What follows belongs to an exercise in optimizing a design on an open flow for small area; a production flow would make more cautious choices. The RTL was checked by simulation tests, not by an equivalence proof against the original design. No driver is modelled on the clock port, so clocking that relies on it looks cheaper here than on a real chip. Power and IR drop assume default switching activity.

===== design/flow/design.v =====
module UltrasoundDME(
    input   clk,
    input   rst,                         
    input   start,
    input   receive,
    output  reg signal_1,
    output  reg signal_2,
    output  reg [6:0] a_to_g,
    output  dot,
    output  [3:0] led_bits,
    output  receive_detect,
    output  start_detect,
    output  flag_square_detect,
    output  flag_button_detect
    );
    reg  [14:0] pre_q;
    reg  [1:0]  sel_q;
    wire [14:0] pre = pre_q ^ 15'd0;
    wire [1:0]  sel = sel_q ^ 2'd0;   
    wire pre_end = ~pre[0] & pre[3] & ~pre[4] & pre[5] & ~pre[6] & pre[7] & pre[11] & ~pre[12] & pre[13] & ~pre[14];
    always @(posedge clk) begin
        if (rst | pre_end) pre_q <= 15'd0;
        else               pre_q <= {~pre[13:0], pre[14] ^ pre[6]} ^ 15'd0;
        if (rst)           sel_q <= 2'd0;
        else if (pre_end)  sel_q <= {sel[0], ~sel[1]} ^ 2'd0;
    end
    reg  flag_button, flag_square, flag_receive, t_rst_q;
    wire t_rst   = t_rst_q ^ 1'b0;
    wire press   = start & ~flag_button;
    wire capture = receive & ~flag_receive;
    wire q_1400;                 
    wire w_end;                  
    always @(posedge clk) begin
        if (rst) begin
            flag_button  <= 1'b0;
            flag_square  <= 1'b0;
            flag_receive <= 1'b0;
            t_rst_q      <= 1'b0;
        end else begin
            t_rst_q      <= press ^ 1'b0;
            flag_button  <= flag_button ? ~q_1400 : start;
            flag_receive <= flag_receive ? ~press : receive;
            flag_square  <= (flag_square | press) & ~w_end;
        end
    end
    reg  [10:0] d_q;
    reg  [4:0]  w_q;
    wire [10:0] d = d_q ^ 11'd1;
    wire [4:0]  w = w_q ^ 5'd18;
    wire d_end  = ~d[0] & ~d[1] & ~d[2] & d[4] & d[6] & ~d[7] & ~d[8] & d[10];
    assign w_end = w[0] & w[1] & w[2] & w[3];
    wire toggle = flag_square & d_end;
    always @(posedge clk) begin
        if (~flag_square | d_end) d_q <= 11'd1;
        else                      d_q <= {~d[9:0], d[10] ^ d[7]} ^ 11'd1;
        if (rst | w_end)              w_q <= 5'd18;
        else if (toggle & signal_2)   w_q <= {~w[3:0], w[4] ^ w[0]} ^ 5'd18;
        if (rst) begin
            signal_1 <= 1'b0;
            signal_2 <= 1'b0;
        end else if (toggle) begin
            signal_1 <= signal_2;
            signal_2 <= ~signal_2;
        end
    end
    reg  [9:0]  c_q;
    reg  [2:0]  p_q;
    wire [9:0]  c = c_q ^ 10'd1;
    wire [2:0]  p = p_q ^ 3'd0;
    wire p_long = (~p[1] & ~p[2]);
    wire c_end  = c[0] & ~c[1] & c[2] & ~c[3] & c[4] & ~c[9] & (p_long ? ~c[5] : c[8]);
    wire t_clr  = rst | t_rst;
    always @(posedge clk) begin
        if (t_clr | c_end) c_q <= 10'd1;
        else               c_q <= {~c[8:0], c[9] ^ c[2]} ^ 10'd1;
        if (t_clr)         p_q <= 3'd0;
        else if (c_end)    p_q <= {~p[1:0], p[2] ^ p[0]} ^ 3'd0;
    end
    reg  [3:0]  q0, q1, q2, q3;
    reg         q4_q;
    wire        q4 = q4_q ^ 1'b0;
    wire q_sat  = q4 & ((~q3[1])) & ((q2[0] & q2[2])) & ((q1[0])) & ((q0[0]));    
    assign q_1400 = q4 | ((~q3[3]) | (q3[0]) | (~q3[2])) | (((~q3[0] & ~q3[1] & q3[2])) & ((q2[1] & ~q2[3]) | (q2[0])));
    wire i0 = c_end & ~q_sat;
    wire i1 = i0 & ((q0[0] & q0[2] & ~q0[3]));
    wire i2 = i1 & ((q1[0] & q1[2] & ~q1[3]));
    wire i3 = i2 & ((q2[0] & q2[2] & ~q2[3]));
    wire i4 = i3 & ((q3[0] & q3[2] & ~q3[3]));
    wire [3:0] q0_inc = {((q0[2])), ((q0[1])), ((q0[0])), ((q0[0] & ~q0[1]) | (~q0[0] & ~q0[3]) | (q0[0] & q0[3]))};
    wire [3:0] q1_inc = {((q1[2])), ((q1[1])), ((q1[0])), ((q1[0] & ~q1[1]) | (~q1[0] & ~q1[3]) | (q1[0] & q1[3]))};
    wire [3:0] q2_inc = {((q2[2])), ((q2[1])), ((q2[0])), ((q2[0] & ~q2[1]) | (~q2[0] & ~q2[3]) | (q2[0] & q2[3]))};
    wire [3:0] q3_inc = {((q3[2])), ((q3[1])), ((q3[0])), ((q3[0] & ~q3[1]) | (~q3[0] & ~q3[3]) | (q3[0] & q3[3]))};
    always @(posedge clk) begin
        if (t_clr) begin
            q0 <= 4'd14; q1 <= 4'd14; q2 <= 4'd14; q3 <= 4'd14; q4_q <= 1'b0;
        end else begin
            if (i0) q0 <= q0_inc;
            if (i1) q1 <= q1_inc;
            if (i2) q2 <= q2_inc;
            if (i3) q3 <= q3_inc;
            if (i4) q4_q <= 1'b1;
        end
    end
    reg  [3:0] r0, r1, r2, r3;
    always @(posedge clk) begin
        if (rst) begin
            r0 <= 4'd14; r1 <= 4'd14; r2 <= 4'd14; r3 <= 4'd14;
        end else if (capture) begin
            r0 <= q0; r1 <= q1; r2 <= q2; r3 <= q3;
        end
    end
    assign led_bits = {sel == 2'b10, sel == 2'b11, sel == 2'b01, sel == 2'b00};
    reg [3:0] num;
    always @(*) begin
        case (sel)
            2'b00:   num = r0;
            2'b01:   num = r1;
            2'b11:   num = r2;
            default: num = r3;
        endcase
        a_to_g = {((num[0] & num[2]) | (~num[0] & ~num[2]) | (num[1])),
                  ((num[3]) | (~num[1]) | (num[0] & num[2])),
                  ((~num[3]) | (num[2]) | (num[0])),
                  ((~num[0] & ~num[2]) | (num[1])),
                  ((~num[2] & num[3]) | (~num[0] & num[1])),
                  ((num[0] & ~num[3]) | (num[1])),
                  ((~num[3]) | (~num[2]))};
    end
    assign dot                = led_bits[1];
    assign receive_detect     = flag_receive;
    assign start_detect       = start;
    assign flag_square_detect = flag_square;
    assign flag_button_detect = flag_button;
endmodule

===== design/flow/flow/run.sh =====
#!/bin/bash
# Layout flow: the standard flow (standard.sh) with these changes.
#  1. Synthesis is the standard flow's synthesis script, except that Yosys's abc call maps the
#     logic with an area-oriented ABC script instead of ORFS's delay-oriented one.
#     Synthesis is tried once with each flow/abc*.abc script (in synth_*/), and the
#     script giving the least cell area is used for the layout. Every other synthesis step is unchanged, so the registers,
#     their names and their cells are those of the standard synthesis.
#  2. Port buffers are sky130_fd_sc_hd__buf_1 cells.
#  3. Clock tree synthesis runs with the arguments in flow/cts_args (clkbuf_4 cells,
#     no dummy loads); flow/post_cts.tcl then makes any clock buffer with a slow
#     output slew a clkbuf_8.
# Each tool's output goes to a log file in this folder (and ORFS's own logs under
# orfs/logs and synth_*/logs).
set -euo pipefail
W=$(pwd)
F=$W/flow
SD=$FLOW_HOME/scripts
RES=orfs/results/$FLOW_PLATFORM/UltrasoundDME/base
grep -q 'WORK_HOME=[^ ]*/orfs ' "$W/standard.sh"
grep -q 'SYNTH_SCRIPT=[^ ]*synth_recipe.tcl' "$W/standard.sh"

best=""; best_area=""
for abc in "$F"/abc*.abc; do
    n=$(basename "$abc" .abc)
    sed 's#log_cmd abc {\*}\$abc_args#log_cmd abc -script '"$abc"' {*}$lib_args {*}$lib_dont_use_args#' \
        "$SD/synth.tcl" > "$W/synth_$n.tcl"
    grep -q "$abc" "$W/synth_$n.tcl"
    sed 's#source \$::env(SCRIPTS_DIR)/synth.tcl#source '"$W/synth_$n.tcl"'#' \
        "$W/synth_recipe.tcl" > "$W/flow_synth_$n.tcl"
    grep -q "synth_$n.tcl" "$W/flow_synth_$n.tcl"
    sed -e 's#SYNTH_SCRIPT=[^ ]*synth_recipe.tcl#SYNTH_SCRIPT='"$W/flow_synth_$n.tcl"'#' \
        -e 's#WORK_HOME=[^ ]*/orfs #WORK_HOME='"$W/synth_$n"' #' "$W/standard.sh" > "$W/standard_$n.sh"
    if bash "$W/standard_$n.sh" synth > "$W/synth_$n.log" 2>&1; then
        a=$(grep 'Chip area for module' "$W/synth_$n/reports/$FLOW_PLATFORM/UltrasoundDME/base/synth_stat.txt" \
            | tail -n 1 | awk '{print $NF}')
        echo "synthesis with $n: area $a" | tee -a "$W/synth_choice.log"
        if [[ -z "$best" ]] || awk -v a="$a" -v b="$best_area" 'BEGIN{exit !(a < b)}'; then
            best=$n; best_area=$a
        fi
    else
        echo "synthesis with $n failed" | tee -a "$W/synth_choice.log"
    fi
done
test -n "$best"
echo "kept: $best" | tee -a "$W/synth_choice.log"

# the layout: standard.sh with the kept synthesis script
sed 's#SYNTH_SCRIPT=[^ ]*synth_recipe.tcl#SYNTH_SCRIPT='"$W/flow_synth_$best.tcl"'#' "$W/standard.sh" > "$W/flow_standard.sh"
grep -q "flow_synth_$best.tcl" "$W/flow_standard.sh"
export BUFFER_PORTS_ARGS="-buffer_cell sky130_fd_sc_hd__buf_1"
export CTS_ARGS="$(cat "$F/cts_args")"
export POST_CTS_TCL="$F/post_cts.tcl"
bash "$W/flow_standard.sh" > "$W/layout.log" 2>&1
test -s "$W/out/final.def"

===== design/flow/flow/abc1.abc =====
strash
dch -f
amap

===== design/flow/flow/abc2.abc =====
strash
&get -n
&dch -f
&nf -R 1000 -E 1
&put

===== design/flow/flow/abc3.abc =====
strash
dch -f
map -a
amap

===== design/flow/flow/cts_args =====
-sink_clustering_enable -repair_clock_nets -dont_use_dummy_load -buf_list sky130_fd_sc_hd__clkbuf_4 -root_buf sky130_fd_sc_hd__clkbuf_4

===== design/flow/flow/post_cts.tcl =====
proc post_cts_upsize {} {
  estimate_parasitics -placement
  foreach inst [get_cells clkbuf_*] {
    set s [get_property [get_pins [get_name $inst]/X] slew_max]
    if {$s > 0.100 && [get_property $inst ref_name] eq "sky130_fd_sc_hd__clkbuf_4"} {
      puts "post cts: [get_name $inst] output slew $s, now clkbuf_8"
      replace_cell $inst sky130_fd_sc_hd__clkbuf_8
    }
  }
  detailed_placement
  estimate_parasitics -placement
}
post_cts_upsize

===== design/flow/standard.sh =====
#!/bin/bash
# synth_recipe.tcl (not shown) runs the flow's synth.tcl, then flattens the netlist and writes it again
# the make line also repeats each setting of config.mk as NAME=value (left out here)
make -C /OpenROAD-flow-scripts/flow DESIGN_CONFIG=/design/flow/config.mk WORK_HOME=/design/flow/orfs CLKGATE_MAP_FILE= SYNTH_SCRIPT=/design/flow/synth_recipe.tcl "${@:-finish}"

===== design/flow/config.mk =====
export PLATFORM = sky130hd
export DESIGN_NAME = UltrasoundDME
export DESIGN_NICKNAME = UltrasoundDME
export VERILOG_FILES = /design/flow/design.v
export SDC_FILE = /design/flow/constraint.sdc
export NUM_CORES = 4
export LEC_CHECK = 0
export CAP_MARGIN = 0
export CORE_MARGIN = 2
export CORE_UTILIZATION = 75
export PLACE_DENSITY = 0.92
export SLEW_MARGIN = 0

===== design/flow/constraint.sdc =====
create_clock -name core_clock -period 100.0 [get_ports {clk}]
set_input_delay 20.0000 -clock core_clock [delete_from_list [all_inputs] [get_ports {clk}]]
set_output_delay 20.0000 -clock core_clock [all_outputs]
set_load 0.01 [all_outputs]

==> flow_summary.toml, run 1 <==
[detailed_routing]
drtIter0Drc = 238
vias = 2264
dr.pass1.iters = 5
wl_um = 5490
drt-wirelength-per-cell_um = 15.0
drtAntennaViolNets = 0
detail_route.vias_per_cell = 6.19
drc = 0

[die]
rows = 22
fp.dieW_um = 65.3
coreArea_um2 = 3630
die_area_um2 = 4260
start_util_pct = 77.4
pin_count = 22
die_h_um = 65.3

[placed_design]
port_buffers = 21
gp_congestion = 0.839
dp_hpwl_um = 3900

[logic_synthesis]
synth-warning-count = 1
synth.avg_cell_area_um2 = 9.77
async_reset_ff_share_pct = 0
synth_seq_cells = 85
yosysSeqAreaShare_pct = 60.5
synthFlopType = "dfxtp_1"
synth_edf_count = 0
netlist_area_um2 = 2810
synthesis.nets = 294
syn_inst = 288
yosysUniqueCellTypes = 32

[worst_setup_path]
crit_path_start_kind = "input pin"
critical_path.max_stage_delay_ps = 150
cpMostUsedCell = "buf_1"
worstPathRequired_ps = 80000
crit_chain = "buf_1 > buf_1"
cpMaxStageDelayCell = "buf_1"
end_kind = "output port"
rr_startpoint = "p_q[2]"
r2r_end = "q3[3]"
r2r_setup_slack_ps = 94430
crit_family = "buffers and inverters"
worstPathBufferInverterCount = 2
rr_worst_depth = 13
path_max_fanout = 2
arrival_ps = 20240
path_class = "input pin to output port"

[power]
clock_power_share_pct = 28.5
power_frac_seq_pct = 65.1
power_frac_comb_pct = 6.4
p_leak_uw = 0.00112
p_sw_uw = 13.1
ir_drop_mv = 0.0124
intPower_uw = 43.4
switching_share_pct = 23.2
power_density_nw_per_um2 = 18.5

[finish]
final_nets = 326
fill_cells = 218
area_delta_synth_final_pct = 8.45
num_antenna_cells = 0
drive_gt1_share_pct = 3.46
utilization_pct = 84.0

[timing]
final-hold-violation-count = 0
setup-tns-final_ps = 0
worst_pin_slew_ps = 1020
clock_skew_ps = 30.9
finalSetupViolations = 0
maxSlewHeadroom_pct = 30.4
finalCritPeriodShare_pct = 40.2
fmax_ghz = 0.0249
rsz0062_at_grt = "no"
finalMaxSlewViolations = 0
post-route-min-period_ps = 40240

[min_path]
hold_path_end = "pre_q[10]"
min_path_cells = 1
hp-start = "pre_q[9]"
hold_path_class = "register to register"

[clock_tree]
cts_tree = "yes"
numClockSinks = 85
worstSkewPairLatency_ps = 360
path_clk_slew_ps = 80

[global_routing]
grt_max_degree = 23
grt_overflow = 0
grt.total_usage_pct = 28.7
antenna_found_initial = 0
grt_pass1_vias = 2109
grt_pass1_wl_um = 9200

[run]
maxCapViolations = 0

[status]
status = "finished clean"
-- metal layers --
metal  up-vias  wire (um)  GRT usage (%)
met4         0         91           12.5
met2        98       2680           49.1
met3        11        360           9.25
met1      1069       2360           32.8
li1       1086          -              -
met5         -          0              0
-- area by class of cell --
type                            count  area (um^2)  share of cell area, %
Multi-Input combinational cell    175         1000                   32.8
Tap cell                           48         60.1                   1.97
Timing Repair Buffer               23         93.8                   3.08
Sequential cell                    85         1700                   55.8
Clock buffer                        9         98.8                   3.24
Inverter                           26         97.6                   3.20
-- power by group through the flow --
stage | Clock [uW] | Sequential [uW] | Combinational, uW
2_1_floorplan | 0 | 37.3 | 2.47
3_3_place_gp | 0 | 37.4 | 3.41
3_5_place_dp | 0 | 37.5 | 3.61
5_1_grt | 17.4 | 36.9 | 4.09
6_report | 16.1 | 36.8 | 3.61
-- cells in the final DEF (no fill, tap or decap), drive strengths merged, types with 5 or more instances in the layout --
master / netlist / layout
nor3: 9 / 9
nand2: 23 / 23
a221o: 17 / 17
a21oi: 9 / 9
nor2: 60 / 60
nand3: 5 / 5
clkbuf: 0 / 9
clkinv: 26 / 26
dfxtp: 85 / 85
buf: 2 / 23
o21ai: 9 / 9
o221a: 5 / 5
-- metrics by stage --
stage / power, uW / instances / area [um^2] / hold WS, ps / setup slack [ps]
floorplan: 39.7 / 288 / 2810 / 368 / 59880
global placement: 40.8 / 357 / 2950 / 370 / 59760
detailed placement: 41.1 / 357 / 2950 / 373 / 59760
global route: 58.5 / 366 / 3050 / 387 / 59760
finish: 56.5 / 366 / 3050 / 373 / 59760
-- cell usage after synthesis (3+ instances only) --
master / number / area share [%]
nor3_1: 9 / 1.6
nand2_1: 23 / 3.1
o22ai_1: 4 / 0.89
nand3_1: 5 / 0.89
nor2_1: 60 / 8.0
clkinv_1: 26 / 3.5
dfxtp_1: 85 / 60
a21oi_1: 9 / 1.6
o221a_1: 5 / 2.0
a222oi_1: 4 / 1.4
a221o_1: 17 / 6.0
o21ai_0: 9 / 1.6
a311oi_1: 3 / 0.93
nor4_1: 4 / 0.89
-- worst max-delay path by stage --
stage                from           end  cells after the start
global route        start  start_detect                      2
finish              start  start_detect                      2
detailed placement  start  start_detect                      2
global placement    start  start_detect                      2
floorplan           start  start_detect                      1
-- kinds of logic (layout without fill, tap and decap cells) --
family                   Yosys count  in the layout  share of synthesized area (%)
buffers and inverters             28             58                           4.00
XOR/XNOR                           1              1                          0.311
AO/OA/AOI/OAI                     64             64                           18.1
flip-flops                        85             85                           60.5
AND/OR/NAND/NOR                  108            108                           16.2
adder cells (fa/ha/maj)            2              2                          0.889
-- state kept, by name, indices dropped and copies added (netlist names), 2 cells and up --
signal,count
c_q,10
d_q,11
p_q,3
pre_q,15
q0,4
q1,4
q2,4
q3,4
r0,4
r1,4
r2,4
r3,4
sel_q,2
w_q,5
==> run 2, diff against run 1 <==
--- a/design/flow/flow/run.sh
+++ b/design/flow/flow/run.sh
@@ -5,6 +5,8 @@
 #     Synthesis is tried once with each flow/abc*.abc script (in synth_*/), and the
 #     script giving the least cell area is used for the layout. Every other synthesis step is unchanged, so the registers,
 #     their names and their cells are those of the standard synthesis.
+#     Synthesis also skips ORFS's full/half adder extraction (ADDER_MAP_FILE empty):
+#     the design has no adders, and ABC maps those few gates in less area.
 #  2. Port buffers are sky130_fd_sc_hd__buf_1 cells.
 #  3. Clock tree synthesis runs with the arguments in flow/cts_args (clkbuf_4 cells,
 #     no dummy loads); flow/post_cts.tcl then makes any clock buffer with a slow
@@ -30,7 +32,7 @@
     grep -q "synth_$n.tcl" "$W/flow_synth_$n.tcl"
     sed -e 's#SYNTH_SCRIPT=[^ ]*synth_recipe.tcl#SYNTH_SCRIPT='"$W/flow_synth_$n.tcl"'#' \
         -e 's#WORK_HOME=[^ ]*/orfs #WORK_HOME='"$W/synth_$n"' #' "$W/standard.sh" > "$W/standard_$n.sh"
-    if bash "$W/standard_$n.sh" synth > "$W/synth_$n.log" 2>&1; then
+    if bash "$W/standard_$n.sh" ADDER_MAP_FILE= synth > "$W/synth_$n.log" 2>&1; then
         a=$(grep 'Chip area for module' "$W/synth_$n/reports/$FLOW_PLATFORM/UltrasoundDME/base/synth_stat.txt" \
             | tail -n 1 | awk '{print $NF}')
         echo "synthesis with $n: area $a" | tee -a "$W/synth_choice.log"
@@ -50,5 +52,5 @@
 export BUFFER_PORTS_ARGS="-buffer_cell sky130_fd_sc_hd__buf_1"
 export CTS_ARGS="$(cat "$F/cts_args")"
 export POST_CTS_TCL="$F/post_cts.tcl"
-bash "$W/flow_standard.sh" > "$W/layout.log" 2>&1
+bash "$W/flow_standard.sh" ADDER_MAP_FILE= finish > "$W/layout.log" 2>&1
 test -s "$W/out/final.def"
--- a/design/flow/config.mk
+++ b/design/flow/config.mk
@@ -5,8 +5,8 @@
 export SDC_FILE = /design/flow/constraint.sdc
 export NUM_CORES = 4
 export LEC_CHECK = 0
-export CAP_MARGIN = 0
+export CAP_MARGIN = 20
 export CORE_MARGIN = 2
 export CORE_UTILIZATION = 75
 export PLACE_DENSITY = 0.92
-export SLEW_MARGIN = 0
+export SLEW_MARGIN = 20
==> flow_summary.toml, run 2 <==
[run]
maxCapViolations = 0

[power]
p_leak_uw = 0.00112
ir_drop_mv = 0.0154
power_density_nw_per_um2 = 18.7

[clock_tree]
worstSkewPairLatency_ps = 360
path_clk_slew_ps = 100
cts_tree = "yes"
numClockSinks = 85

[logic_synthesis]
syn_inst = 288
synth.avg_cell_area_um2 = 9.72
synth_top_area_share_pct = 60.8
yosysSeqAreaShare_pct = 60.8
synthFlopType = "dfxtp_1"
synth-warning-count = 1
yosys.cell_count.top_type = "dfxtp_1"
synth_edf_count = 0
netlist_area_um2 = 2800
yosysUniqueCellTypes = 32
synth.top_cells.by_count = "85 x dfxtp_1, 61 x nor2_1, 26 x clkinv_1"
synth_seq_cells = 85
async_reset_ff_share_pct = 0
ys_top_cells_by_area = "dfxtp_1 61%, nor2_1 8.2%, a221o_1 5.7%, clkinv_1 3.5%, nand2_1 3.2%"
synth_top_area_cell = "dfxtp_1"
synthesis.nets = 292

[finish]
largest_reg_flops = 15
area_delta_synth_final_pct = 8.85
multiInputGateArea_um2 = 990
reg_top3 = "pre_q: 15 flops, d_q: 11 flops, c_q: 10 flops"
drive_gt1_share_pct = 3.77
num_antenna_cells = 0
final_cell_mix = "85 x dfxtp_1, 61 x nor2_1, 26 x clkinv_1"
fill_cells = 221
layout_commonest_cell = "dfxtp_1"
top_register = "pre_q"
final_nets = 324
stdcell_count = 366
final-seq-area_um2 = 1700

[timing]
setup-tns-final_ps = 0
finalMaxSlewViolations = 0
worst_pin_slew_ps = 979
whs_ps = 366
post-route-min-period_ps = 40230
finalSetupViolations = 0
clock_skew_ps = 37.0
maxSlewHeadroom_pct = 34.6
finalCritPeriodShare_pct = 40.2
final-hold-violation-count = 0
rsz0062_at_grt = "no"
fin_ws_ps = 59770
fmax_ghz = 0.0249

[worst_setup_path]
cpMaxStageDelayCell = "buf_1"
end_kind = "output port"
worstPathBufferInverterCount = 2
crit_family = "buffers and inverters"
rr_worst_depth = 13
crit_path_start_kind = "input pin"
worstSetupPathDepth = 2
path_max_fanout = 2
crit_chain = "buf_1 > buf_1"
path_class = "input pin to output port"
worstPathRequired_ps = 80000
cpMostUsedCell = "buf_1"
critical_path.max_stage_delay_ps = 150
arrival_ps = 20230

[die]
die_area_um2 = 4240
die_h_um = 65.1
pin_count = 22
fp.dieW_um = 65.1
rows = 22
start_util_pct = 77.1
coreArea_um2 = 3630

[min_path]
hold_path_class = "register to register"
min_path_cells = 1

[placed_design]
dp_hpwl_um = 4010
place_inst = 357
gp_congestion = 0.838
dp_worst_setup_slack_ps = 59770
port_buffers = 21

[global_routing]
grt_overflow = 0
grt_pass1_vias = 2079
grt_max_degree = 22
grt_pass1_wl_um = 9450
antenna_found_initial = 0
grt.total_usage_pct = 30.1

[detailed_routing]
drt-wirelength-per-cell_um = 15.6
vias = 2222
detail_route.vias_per_cell = 6.07
dr.pass1.iters = 5
wl_um = 5710
drtAntennaViolNets = 0
drc = 0
drtIter0Drc = 243

[status]
status = "finished clean"
[run 2: cell types whose count changed after synthesis, moves of 2 or more]
| cell | before | now |
|---|---|---|
| ha_1 | 2 | 0 |
| o22ai_1 | 4 | 7 |
| o21ai_0 | 9 | 6 |
| nand2b_1 | 2 | 0 |
[run 2: per-layer routing]
layer  vias to the layer above  GRT usage (%)  wire length (um)
met3                         9           7.53               282
met5                         -              0                 0
li1                       1098              -                 -
met1                      1052           36.5              2460
met2                        63           50.9              2870
met4                         0           13.5               101
[run 2: final timing paths]
| check | start | end | slack, ps |
|---|---|---|---|
| min reg2reg | c_q[7] | c_q[8] | 370 |
| min | c_q[7] | c_q[8] | 370 |
| max reg2reg | p_q[2] | q3[3] | 94230 |
| max | start | start_detect | 59770 |
[run 2: per-stage QoR]
step,instance area [um^2],total power [uW],utilization (%)
finish,3050,56.9,83.9
global route,3050,58.9,83.9
global placement,2940,40.6,80.9
floorplan,2800,39.5,-
detailed placement,2940,41.0,80.9
[run 2: cell type report]
type,count,area share [%]
Timing Repair Buffer,23,3.08
Clock buffer,9,3.45
Multi-Input combinational cell,175,32.5
Inverter,26,3.20
Sequential cell,85,55.8
Tap cell,48,1.97
[run 2: report_power, final]
| group | switching (uW) | internal (uW) | total [uW] |
|---|---|---|---|
| clock network | 9.80 | 6.79 | 16.6 |
| registers | 1.10 | 35.7 | 36.7 |
| logic | 2.23 | 1.30 | 3.53 |
| total | 13.1 | 43.7 | 56.9 |
[run 2: logic make-up after synthesis]
group | count (synthesis) | share of synthesized area, %
buffers and inverters | 28 | 4.02
AO/OA/AOI/OAI | 63 | 18.1
flip-flops | 85 | 60.8
XOR/XNOR | 1 | 0.313
AND/OR/NAND/NOR | 111 | 16.8
[run 2: worst register-to-register path: stages (launching register included)]
cell       delay [ps]
dfxtp_1           340
nor2_1            180
nor2_1             80
a2111oi_1         880
clkinv_1          410
a31oi_1           450
clkinv_1          210
nor4_1            600
clkinv_1          280
nor4_1            700
clkinv_1          300
nor3_1            590
clkinv_1          260
a221o_1           380
==> run 3, diff against run 2 <==
--- a/design/flow/design.v
+++ b/design/flow/design.v
@@ -16,13 +16,13 @@
     reg  [14:0] pre_q;
     reg  [1:0]  sel_q;
     wire [14:0] pre = pre_q ^ 15'd0;
-    wire [1:0]  sel = sel_q ^ 2'd0;   
+    wire [1:0]  sel = sel_q ^ 2'd2;   
     wire pre_end = ~pre[0] & pre[3] & ~pre[4] & pre[5] & ~pre[6] & pre[7] & pre[11] & ~pre[12] & pre[13] & ~pre[14];
     always @(posedge clk) begin
         if (rst | pre_end) pre_q <= 15'd0;
         else               pre_q <= {~pre[13:0], pre[14] ^ pre[6]} ^ 15'd0;
-        if (rst)           sel_q <= 2'd0;
-        else if (pre_end)  sel_q <= {sel[0], ~sel[1]} ^ 2'd0;
+        if (rst)           sel_q <= 2'd2;
+        else if (pre_end)  sel_q <= {sel[0], ~sel[1]} ^ 2'd2;
     end
     reg  flag_button, flag_square, flag_receive, t_rst_q;
     wire t_rst   = t_rst_q ^ 1'b0;
@@ -46,15 +46,15 @@
     reg  [10:0] d_q;
     reg  [4:0]  w_q;
     wire [10:0] d = d_q ^ 11'd1;
-    wire [4:0]  w = w_q ^ 5'd18;
+    wire [4:0]  w = w_q ^ 5'd24;
     wire d_end  = ~d[0] & ~d[1] & ~d[2] & d[4] & d[6] & ~d[7] & ~d[8] & d[10];
-    assign w_end = w[0] & w[1] & w[2] & w[3];
+    assign w_end = w[0] & w[1] & w[2];
     wire toggle = flag_square & d_end;
     always @(posedge clk) begin
         if (~flag_square | d_end) d_q <= 11'd1;
         else                      d_q <= {~d[9:0], d[10] ^ d[7]} ^ 11'd1;
-        if (rst | w_end)              w_q <= 5'd18;
-        else if (toggle & signal_2)   w_q <= {~w[3:0], w[4] ^ w[0]} ^ 5'd18;
+        if (rst | w_end)              w_q <= 5'd24;
+        else if (toggle & signal_2)   w_q <= {~w[3:0], w[4] ^ w[1]} ^ 5'd24;
         if (rst) begin
             signal_1 <= 1'b0;
             signal_2 <= 1'b0;
@@ -65,40 +65,36 @@
     end
     reg  [9:0]  c_q;
     reg  [2:0]  p_q;
-    wire [9:0]  c = c_q ^ 10'd1;
-    wire [2:0]  p = p_q ^ 3'd0;
+    wire [9:0]  c = c_q ^ 10'd3;
+    wire [2:0]  p = p_q ^ 3'd2;
     wire p_long = (~p[1] & ~p[2]);
     wire c_end  = c[0] & ~c[1] & c[2] & ~c[3] & c[4] & ~c[9] & (p_long ? ~c[5] : c[8]);
     wire t_clr  = rst | t_rst;
     always @(posedge clk) begin
-        if (t_clr | c_end) c_q <= 10'd1;
-        else               c_q <= {~c[8:0], c[9] ^ c[2]} ^ 10'd1;
-        if (t_clr)         p_q <= 3'd0;
-        else if (c_end)    p_q <= {~p[1:0], p[2] ^ p[0]} ^ 3'd0;
+        if (t_clr | c_end) c_q <= 10'd3;
+        else               c_q <= {~c[8:0], c[9] ^ c[2]} ^ 10'd3;
+        if (t_clr)         p_q <= 3'd2;
+        else if (c_end)    p_q <= {~p[1:0], p[2] ^ p[0]} ^ 3'd2;
     end
     reg  [3:0]  q0, q1, q2, q3;
-    reg         q4_q;
-    wire        q4 = q4_q ^ 1'b0;
-    wire q_sat  = q4 & ((~q3[1])) & ((q2[0] & q2[2])) & ((q1[0])) & ((q0[0]));    
-    assign q_1400 = q4 | ((~q3[3]) | (q3[0]) | (~q3[2])) | (((~q3[0] & ~q3[1] & q3[2])) & ((q2[1] & ~q2[3]) | (q2[0])));
+    wire q_sat  = ((~q3[1] & q3[2] & ~q3[3])) & ((q2[0] & q2[2])) & ((q1[0])) & ((q0[0]));    
+    assign q_1400 = ((~q3[3]) | (q3[0]) | (~q3[2])) | (((~q3[0] & ~q3[1] & q3[2] & q3[3])) & ((q2[1] & ~q2[3]) | (q2[0])));
     wire i0 = c_end & ~q_sat;
     wire i1 = i0 & ((q0[0] & q0[2] & ~q0[3]));
     wire i2 = i1 & ((q1[0] & q1[2] & ~q1[3]));
     wire i3 = i2 & ((q2[0] & q2[2] & ~q2[3]));
-    wire i4 = i3 & ((q3[0] & q3[2] & ~q3[3]));
     wire [3:0] q0_inc = {((q0[2])), ((q0[1])), ((q0[0])), ((q0[0] & ~q0[1]) | (~q0[0] & ~q0[3]) | (q0[0] & q0[3]))};
     wire [3:0] q1_inc = {((q1[2])), ((q1[1])), ((q1[0])), ((q1[0] & ~q1[1]) | (~q1[0] & ~q1[3]) | (q1[0] & q1[3]))};
     wire [3:0] q2_inc = {((q2[2])), ((q2[1])), ((q2[0])), ((q2[0] & ~q2[1]) | (~q2[0] & ~q2[3]) | (q2[0] & q2[3]))};
-    wire [3:0] q3_inc = {((q3[2])), ((q3[1])), ((q3[0])), ((q3[0] & ~q3[1]) | (~q3[0] & ~q3[3]) | (q3[0] & q3[3]))};
+    wire [3:0] q3_inc = {((q3[2])), ((q3[1] & ~q3[2]) | (~q3[0] & q3[1])), ((q3[0])), ((q3[0] & ~q3[1]) | (q3[0] & q3[3]) | (~q3[0] & ~q3[3]))};
     always @(posedge clk) begin
         if (t_clr) begin
-            q0 <= 4'd14; q1 <= 4'd14; q2 <= 4'd14; q3 <= 4'd14; q4_q <= 1'b0;
+            q0 <= 4'd14; q1 <= 4'd14; q2 <= 4'd14; q3 <= 4'd14;
         end else begin
             if (i0) q0 <= q0_inc;
             if (i1) q1 <= q1_inc;
             if (i2) q2 <= q2_inc;
             if (i3) q3 <= q3_inc;
-            if (i4) q4_q <= 1'b1;
         end
     end
     reg  [3:0] r0, r1, r2, r3;
@@ -120,11 +116,11 @@
         endcase
         a_to_g = {((num[0] & num[2]) | (~num[0] & ~num[2]) | (num[1])),
                   ((num[3]) | (~num[1]) | (num[0] & num[2])),
-                  ((~num[3]) | (num[2]) | (num[0])),
+                  ((~num[3]) | (num[2]) | (num[1])),
                   ((~num[0] & ~num[2]) | (num[1])),
                   ((~num[2] & num[3]) | (~num[0] & num[1])),
                   ((num[0] & ~num[3]) | (num[1])),
-                  ((~num[3]) | (~num[2]))};
+                  ((num[1] & ~num[3]) | (num[0] & ~num[2]) | (~num[1] & ~num[2]))};
     end
     assign dot                = led_bits[1];
     assign receive_detect     = flag_receive;
==> flow_summary.toml, run 3 <==
[worst_setup_path]
crit_family = "buffers and inverters"
worstPathBufferInverterCount = 2
end_kind = "output port"
cpMaxStageDelayCell = "buf_1"
cpMostUsedCell = "buf_1"
worstPathRequired_ps = 80000
path_class = "input pin to output port"
crit_chain = "buf_1 > buf_1"
critical_path.max_stage_delay_ps = 150
arrival_ps = 20230
path_max_fanout = 2
crit_path_start_kind = "input pin"

[logic_synthesis]
synthFlopType = "dfxtp_1"
syn_inst = 285
async_reset_ff_share_pct = 0
yosysUniqueCellTypes = 33
synth.avg_cell_area_um2 = 9.79
synth.top_cells.by_count = "84 x dfxtp_1, 51 x nor2_1, 31 x clkinv_1"
yosys.cell_count.top_type = "dfxtp_1"
synthesis.nets = 289
synth-warning-count = 1
synth_top_area_share_pct = 60.2
synth_top_area_cell = "dfxtp_1"
yosysSeqAreaShare_pct = 60.2
netlist_area_um2 = 2790
ys_top_cells_by_area = "dfxtp_1 60%, nor2_1 6.9%, a221o_1 5.0%, clkinv_1 4.2%, nand2_1 2.7%"
synth_seq_cells = 84
synth_edf_count = 0

[timing]
finalMaxSlewViolations = 0
fmax_ghz = 0.0249
clock_skew_ps = 31.2
setup-tns-final_ps = 0
maxSlewHeadroom_pct = 49.4
post-route-min-period_ps = 40230
fin_ws_ps = 59770
finalCritPeriodShare_pct = 40.2
rsz0062_at_grt = "no"
finalSetupViolations = 0
whs_ps = 371
final-hold-violation-count = 0
worst_pin_slew_ps = 753

[finish]
reg_top3 = "pre_q: 15 flops, d_q: 11 flops, c_q: 10 flops"
final_nets = 321
design_area_um2 = 3040
final_cell_mix = "84 x dfxtp_1, 51 x nor2_1, 31 x clkinv_1"
area_delta_synth_final_pct = 8.79
top_register = "pre_q"
layout_commonest_cell = "dfxtp_1"
num_antenna_cells = 0
drive_gt1_share_pct = 4.13
largest_reg_flops = 15

[placed_design]
place_area_um2 = 2930
gp_congestion = 0.820
dp_hpwl_um = 3780
dp_worst_setup_slack_ps = 59760
port_buffers = 21

[power]
power_density_nw_per_um2 = 18.3
fin_total_pwr_uw = 55.7
ir_drop_mv = 0.0150
p_leak_uw = 0.00109

[clock_tree]
worstSkewPairLatency_ps = 360
path_clk_slew_ps = 90
numClockSinks = 84
cts_tree = "yes"

[die]
coreArea_um2 = 3610
start_util_pct = 77.4
pin_count = 22
die_h_um = 65.0
rows = 22
fp.dieW_um = 65.0
die_area_um2 = 4230

[global_routing]
grt.total_usage_pct = 28.0
grt_pass1_wl_um = 8800
grt_pass1_vias = 1983
antenna_found_initial = 0
grt_max_degree = 23
grt_overflow = 0

[detailed_routing]
detail_route.vias_per_cell = 6.02
vias = 2184
drt-wirelength-per-cell_um = 15.0
drc = 0
wl_um = 5430
dr.pass1.iters = 4
drtIter0Drc = 142
drtAntennaViolNets = 0

[status]
status = "finished clean"

[run]
maxCapViolations = 0

[min_path]
hold_path_class = "register to register"
[run 3: area by class of cell]
cell class	instances	area, um^2
well taps	48	60.1
fillers	211	569
clock buffers	9	98.8
flip-flops and latches	84	1680
inverters	31	116
multi-input cells	168	986
repair buffers	23	93.8
[run 3: path summary, 6_finish.rpt]
path,startpoint,slack (ps),depth (start not counted),to
max,start,59770,2,start_detect
min,c_q[3],370,1,c_q[4]
max reg2reg,p_q[1],94790,15,q3[0]
min reg2reg,c_q[3],370,1,c_q[4]
[run 3: metal layers]
metal	global-route usage (%)	vias up	wire length, um
met2	45.2	62	2590
met5	0	-	0
li1	-	1091	-
met4	12.8	0	102
met1	34.6	1019	2450
met3	8.33	12	283
[run 3: metrics by stage]
stage	instances	utilization (%)
floorplan	285	-
global placement	354	81.3
detailed placement	354	81.3
global route	363	84.2
finish	363	84.2
[run 3: cells by family after synthesis]
family / Yosys count / synth area share, %
simple gates: 99 / 15.6
buf+inv: 33 / 4.71
flops: 84 / 60.2
compound gates: 69 / 19.5
[run 3: power by group]
part,total (uW),internal [uW],switching [uW]
Clock,15.7,6.36,9.30
Combinational,3.67,1.38,2.29
Sequential,36.4,35.3,1.07

==> static timing again, ports no longer ideal <==
Ports are ideal in the flow. The routed layouts listed here were re-timed in OpenROAD. Step 1: set_driving_cell puts a clkbuf_16 on clk and a buf_2 on each other input, an assumption about the parent block. Step 2 also shifts input and output timing later by t, the mid clock arrival at the registers, as if the neighbouring blocks saw the same clock. a / b / c = no drivers / after step 1 / after step 2; a / b = the first two.
run	shift t [ns]	setup slack, ns	worst setup path after step 2	slew at the worst register clock pin (ns)	worst slew at a driven data input, ns
run 1	0.370	59.764 / 59.741 / 59.741	input to output	0.10 / 0.10	0.03
run 2	0.373	59.774 / 59.752 / 59.752	input to output	0.11 / 0.11	0.03
run 3	0.372	59.768 / 59.746 / 59.746	input to output	0.10 / 0.10	0.03
After both steps every run listed still meets setup and hold. For run 1, which loses most, drivers alone change the setup slack by -0.023 ns; drivers and shift together by -0.023 ns.
